Source: an optimization exercise on an open RTL-to-GDS flow (aim: small area). Production flows keep margins and buffers that such runs may drop. Where RTL was checked, it was by simulation tests only, not by an equivalence proof against the original. The clock port is modelled as an ideal driver, which makes a skipped or thinned clock tree look cheaper than it is; a real chip needs a root buffer or a tree. No activity file was given, so power comes from the tool's default toggle rates.

==> flow/design.v (excerpt) <==
module main (
    input  clk,
    input  rst,
    input  rx,
    output tx,
    output busy
);
export LEC_CHECK = 0
export CAP_MARGIN = 20
export CORE_MARGIN = 2
export CORE_UTILIZATION = 80
export GPL_TIMING_DRIVEN = 0
export SLEW_MARGIN = 20
create_clock -name core_clock -period 6.0 [get_ports {clk}]
standard.sh (not shown) runs the stock make flow with config.mk's settings and CLKGATE_MAP_FILE= SYNTH_SCRIPT=/design/flow/synth_recipe.tcl, a recipe that flattens the netlist after the stock synthesis.
==> flow/flow/run.sh <==
#!/bin/bash
# Layout flow: the standard synthesis; its combinational logic mapped again
# for area (register cells kept as the standard synthesis made them, same
# names and cells); then the standard layout steps, with a hand-built clock
# tree, small port buffers and no oversized repair buffers.
set -euo pipefail
W=$(pwd)
R=$W/orfs/results/$FLOW_PLATFORM/main/base
LIB=$FLOW_HOME/platforms/$FLOW_PLATFORM/lib/sky130_fd_sc_hd__tt_025C_1v80.lib

bash standard.sh synth > $W/synth.log 2>&1

cp $R/1_2_yosys.v $W/synth_standard.v
DU=$(sed -n '/DONT_USE_CELLS += /,/^#/p' $FLOW_HOME/platforms/$FLOW_PLATFORM/config.mk \
     | grep -oE "sky130_fd_sc_hd__[a-z0-9_]+" | sed 's/^/-dont_use /' | tr '\n' ' ')
sed -e "s#@LIB@#$LIB#g" -e "s#@DU@#$DU#g" -e "s#@IN@#$W/synth_standard.v#g" \
    -e "s#@OUT@#$W/synth_remap.v#g" -e "s#@STAT@#$W/remap_stat.txt#g" \
    flow/remap.ys > $W/remap_run.ys
yosys -s $W/remap_run.ys > $W/remap.log 2>&1
cp $W/synth_remap.v $R/1_2_yosys.v

export PRE_CTS_TCL=$W/flow/cts_pre.tcl
export PRE_FLOORPLAN_TCL=$W/flow/dont_use.tcl
export PRE_GLOBAL_PLACE_TCL=$W/flow/dont_use.tcl
export PRE_RESIZE_TCL=$W/flow/dont_use.tcl
export PRE_GLOBAL_ROUTE_TCL=$W/flow/dont_use.tcl
export BUFFER_PORTS_ARGS="-buffer_cell sky130_fd_sc_hd__buf_1"
bash standard.sh > $W/layout.log 2>&1
==> flow/flow/cts_pre.tcl <==
# Runs before ORFS's clock tree step: builds the clock tree by hand and makes
# the step's own tree builder (and its clock-inverter cloning) a no-op. The
# clock port drives one root inverter, which drives one leaf inverter per
# equal-sized group of registers (8 groups), so every register sees the
# clock inverted twice.
source [file join [file dirname [info script]] mcts.tcl]
mcts_build2 3 sky130_fd_sc_hd__inv_8 sky130_fd_sc_hd__inv_6
proc repair_clock_inverters {args} { puts "clock inverters left as built by cts_pre.tcl" }
proc clock_tree_synthesis {args} { puts "clock tree built by cts_pre.tcl" }
==> flow/flow/remap.ys <==
# Map the standard synthesis's combinational cells again, for area. Register
# cells (and tie cells) stay black boxes, so they keep their names and cells.
read_liberty -ignore_miss_func @LIB@
blackbox sky130_fd_sc_hd__df* sky130_fd_sc_hd__edf* sky130_fd_sc_hd__sdf* sky130_fd_sc_hd__sedf* sky130_fd_sc_hd__dl* sky130_fd_sc_hd__conb_1
read_verilog @IN@
hierarchy -top main
rename -hide c:_*
flatten
hierarchy -top main
opt -purge
abc -liberty @LIB@ -script +strash;&get,-n;&deepsyn,-T,150;&put;dch,-f,-C,10000;amap,-F,20,-A,100 @DU@
opt_clean -purge
tee -o @STAT@ stat -liberty @LIB@
write_verilog -noattr @OUT@
Other scripts of this flow, unchanged in this note and not shown: flow/flow/dont_use.tcl, flow/flow/mcts.tcl
The baseline went through all stages and came out clean.
Then changed:
==> flow/flow/cts_pre.tcl (replaced) <==
# Runs before ORFS's clock tree step: builds the clock tree by hand and makes
# the step's own tree builder (and its clock-inverter cloning) a no-op. The
# clock port drives one root inverter, which drives one leaf inverter per
# equal-sized group of registers (16 groups), so every register sees the
# clock inverted twice.
source [file join [file dirname [info script]] mcts.tcl]
mcts_build2 4 sky130_fd_sc_hd__inv_4 sky130_fd_sc_hd__inv_8
proc repair_clock_inverters {args} { puts "clock inverters left as built by cts_pre.tcl" }
proc clock_tree_synthesis {args} { puts "clock tree built by cts_pre.tcl" }
--- a/flow/flow/remap.ys
+++ b/flow/flow/remap.ys
@@ -9,5 +9,5 @@
 hierarchy -top main
 opt -purge
-abc -liberty @LIB@ -script +strash;&get,-n;&deepsyn,-T,150;&put;dch,-f,-C,10000;amap,-F,20,-A,100 @DU@
+abc -liberty @LIB@ -script +strash;dch,-f,-C,10000;amap,-F,20,-A,100 @DU@
 opt_clean -purge
 tee -o @STAT@ stat -liberty @LIB@
--- a/flow/config.mk
+++ b/flow/config.mk
@@ -8,5 +8,5 @@
 export CAP_MARGIN = 20
 export CORE_MARGIN = 2
-export CORE_UTILIZATION = 80
+export CORE_UTILIZATION = 65
 export GPL_TIMING_DRIVEN = 0
 export SLEW_MARGIN = 20
Effect: The changed run completed without violations. Synthesized cell count is higher by 4.0%. Die area is higher by 24%. Register-to-register slack gets better by 1.4 ns. Total power is higher by 0.46%. Routed wire length is lower by 14%. Critical path depth is lower by 11. Sequential share of layout area is lower by 1.6 points. Cell count is higher by 6.6%. Final area is higher by 2.3%. Global-route usage is lower by 8.2 points.
Then changed:
==> flow/flow/cts_pre.tcl (replaced) <==
# Runs before ORFS's clock tree step: builds the clock tree by hand and makes
# the step's own tree builder (and its clock-inverter cloning) a no-op. The
# clock port drives one root inverter, which drives one leaf inverter per
# equal-sized group of registers (8 groups), so every register sees the
# clock inverted twice.
source [file join [file dirname [info script]] mcts.tcl]
mcts_build2 3 sky130_fd_sc_hd__inv_6 sky130_fd_sc_hd__inv_8
proc repair_clock_inverters {args} { puts "clock inverters left as built by cts_pre.tcl" }
proc clock_tree_synthesis {args} { puts "clock tree built by cts_pre.tcl" }
--- a/flow/flow/remap.ys
+++ b/flow/flow/remap.ys
@@ -9,5 +9,5 @@
 hierarchy -top main
 opt -purge
-abc -liberty @LIB@ -script +strash;dch,-f,-C,10000;amap,-F,20,-A,100 @DU@
+abc -liberty @LIB@ -script +strash;&get,-n;&deepsyn,-T,150;&put;dch,-f,-C,10000;amap,-F,20,-A,100 @DU@
 opt_clean -purge
 tee -o @STAT@ stat -liberty @LIB@
--- a/flow/config.mk
+++ b/flow/config.mk
@@ -8,5 +8,5 @@
 export CAP_MARGIN = 20
 export CORE_MARGIN = 2
-export CORE_UTILIZATION = 65
+export CORE_UTILIZATION = 80
 export GPL_TIMING_DRIVEN = 0
 export SLEW_MARGIN = 20
Effect: The changed run ran to the end with no violations. Design area drops by 2.7%. Routed wire length came out higher by 14%. Sequential share of layout area climbs by 1.9 points. Via count grows by 2.2%. Power came out lower by 2.6%. Setup slack loses 1.3 ns.
Then changed:
--- a/flow/flow/cts_pre.tcl
+++ b/flow/flow/cts_pre.tcl
@@ -5,5 +5,5 @@
 # clock inverted twice.
 source [file join [file dirname [info script]] mcts.tcl]
-mcts_build2 3 sky130_fd_sc_hd__inv_6 sky130_fd_sc_hd__inv_8
+mcts_build2 3 sky130_fd_sc_hd__inv_8 sky130_fd_sc_hd__inv_6
 proc repair_clock_inverters {args} { puts "clock inverters left as built by cts_pre.tcl" }
 proc clock_tree_synthesis {args} { puts "clock tree built by cts_pre.tcl" }
--- a/flow/flow/remap.ys
+++ b/flow/flow/remap.ys
@@ -9,5 +9,5 @@
 hierarchy -top main
 opt -purge
-abc -liberty @LIB@ -script +strash;&get,-n;&deepsyn,-T,150;&put;dch,-f,-C,10000;amap,-F,20,-A,100 @DU@
+abc -liberty @LIB@ -script +strash;&get,-n;&deepsyn,-T,300;&put;dch,-f,-C,10000;amap,-F,20,-A,100 @DU@
 opt_clean -purge
 tee -o @STAT@ stat -liberty @LIB@
--- a/flow/config.mk
+++ b/flow/config.mk
@@ -8,5 +8,5 @@
 export CAP_MARGIN = 20
 export CORE_MARGIN = 2
-export CORE_UTILIZATION = 80
+export CORE_UTILIZATION = 85
 export GPL_TIMING_DRIVEN = 0
 export SLEW_MARGIN = 20
Effect: Final area came out higher by 0.86%. Via count came out higher by 4.0%. Die area came out lower by 4.9%. Total power came out higher by 2.8%. Global-route usage came out higher by 9.1 points. Worst hold slack stays flat. Fmax came out higher by 2.8%. Clock power came out higher by 11%. Synthesized cell count came out higher by 0.92%.
In every run of this note, the design's own scripts or RTL, not TritonCTS, make the clock network.

========
## JK
The RTL this note starts from:
==> flow/design.v <==
module main (
    input  clk,
    input  rst,
    input  rx,
    output tx,
    output busy
);
    reg        mode;       
    reg  [5:0] cnt;        
    reg  [3:0] k;          
    reg        txr;        
    reg  [7:0] acc;        
    reg  [1:0] ph;         
    reg        pend;       
    reg  [7:0] r;          
    reg  [7:0] f0 [0:3];   
    reg  [7:0] f1 [0:3];
    reg  [7:0] f2 [0:3];
    reg  [7:0] f3 [0:3];   
    assign tx   = txr;
    assign busy = mode;
    wire sample = !mode && cnt[0] && cnt != 6'd1 && cnt != 6'd19;
    wire commit = !mode && cnt == 6'd19 && rx;
    wire shreq  = mode ? (cnt == 6'd36) : ((commit && k != 4'd15) || pend);
    wire shift  = shreq && ph == 2'd0;
    wire [7:0] a_op = ph[1] ? f1[0] : f3[0];      
    wire [7:0] b_op = ph[1] ? f1[2] : f3[2];      
    wire [4:0] n    = cnt[5:1];                    
    wire       bj   = (n[4:3] == 2'b00) ? b_op[n[2:0]] : 1'b0;
    wire [8:0] sum  = {1'b0, acc} + (bj ? {1'b0, a_op} : 9'd0);
    integer m;
    always @(posedge clk) begin
        if (sample) r <= {rx, r[7:1]};
        for (m = 0; m < 4; m = m + 1) begin
            f0[m] <= shift ? (m == 3 ? r : f3[m+1]) : f3[m];
            f1[m] <= f0[m];
            f2[m] <= f1[m];
            f3[m] <= f2[m];
        end
    end
    always @(posedge clk or posedge rst) begin
        if (rst) begin
            ph <= 2'd0;
            pend <= 1'b0;
        end else begin
            ph <= shift ? 2'd0 : ph + 2'd1;
            pend <= !mode && ((commit && k != 4'd15) || pend) && !shift;
        end
    end
    always @(posedge clk or posedge rst) begin
        if (rst) begin
            mode <= 1'b0;
            cnt  <= 6'd0;
            k    <= 4'd0;
            txr  <= 1'b1;
            acc  <= 8'd0;
        end else if (!mode) begin
            if (cnt == 6'd0) begin
                if (!rx) cnt <= 6'd1;
            end else if (cnt == 6'd1 && rx) begin
                cnt <= 6'd0;                        
            end else if (cnt == 6'd19) begin
                cnt <= 6'd0;
                if (rx) begin
                    k <= k + 4'd1;
                    if (k == 4'd15) begin
                        mode <= 1'b1;               
                        cnt  <= 6'd36;
                    end
                end
            end else begin
                cnt <= cnt + 6'd1;
            end
        end else if (cnt == 6'd36) begin
            if (shift) cnt <= 6'd37;
        end else if (cnt == 6'd37) begin
            cnt <= 6'd0;                            
            txr <= 1'b0;
        end else begin
            cnt <= cnt + 6'd1;
            if (cnt[0]) begin
                if (n < 5'd16) begin
                    txr <= sum[0];
                    acc <= sum[8:1];
                end else if (n == 5'd16) begin
                    txr <= 1'b1;                    
                end else begin
                    k <= k + 4'd1;
                    cnt <= 6'd36;                   
                    if (k == 4'd7) begin
                        k    <= 4'd0;
                        mode <= 1'b0;
                        cnt  <= 6'd0;
                    end
                end
            end
        end
    end
endmodule
Settings: LEC_CHECK=0, CAP_MARGIN=20, CORE_MARGIN=2, CORE_UTILIZATION=60, CTS_BUF_LIST=sky130_fd_sc_hd__clkbuf_4 sky130_fd_sc_hd__clkbuf_8, SLEW_MARGIN=20; clock period 6.0 ns.
run.sh (not shown) runs the stock make flow with config.mk's settings and CLKGATE_MAP_FILE= SYNTH_SCRIPT=/design/flow/synth_recipe.tcl, a recipe that flattens the netlist after the stock synthesis.
Stock flow here: none of the scripts above is used.
### JK -> TR
- CTS_CLUSTER_SIZE now 25, previously not set
- CTS_BUF_LIST now sky130_fd_sc_hd__clkbuf_8, was sky130_fd_sc_hd__clkbuf_4 sky130_fd_sc_hd__clkbuf_8
- CTS_CLUSTER_DIAMETER now 60, previously not set
Findings:
Reported for TR and JK, cell count turned out identical to the last digit.
TR and JK ended up with nearly the same setup slack.
Re growth of design area from synthesis to finish: no difference whatsoever between JK and TR.
TR and JK ended up with nearly the same hold slack.
Number of pins with negative max-slew slack in the final report: JK vs TR identical
Function was not checked in any run of this note: the RTL went through the layout flow alone.

port drivers added, routing unchanged:
How much do the figures lean on ideal ports? The routed layouts below were timed once more, with nothing changed but the port constraints.
Step 1 sets driving cells, clkbuf_16 on the clock port and buf_2 on the other inputs (assumed; they add their load-dependent delay and slew).
Step 2, shift: input delay + t, output delay - t, t = (earliest + latest rising clock arrival at the registers) / 2. This alone moves slack from input paths to output paths.
a / b / c = no drivers / after step 1 / after step 2; a / b = the first two.
run | t, ns | setup slack, ns | worst setup path after step 2
the first run of note 1 | 0.276 | 0.495 / 0.495 / 0.495 | register to register
the second run of note 1 | 0.254 | 1.848 / 1.848 / 1.848 | register to register
the third run of note 1 | 0.238 | 0.516 / 0.516 / 0.516 | register to register
the fourth run of note 1 | 0.281 | 0.666 / 0.666 / 0.666 | register to register
JK | 0.460 | 2.197 / 2.197 / 2.197 | register to register
TR | 0.460 | 2.197 / 2.197 / 2.197 | register to register
After both steps every run listed still meets setup and hold.
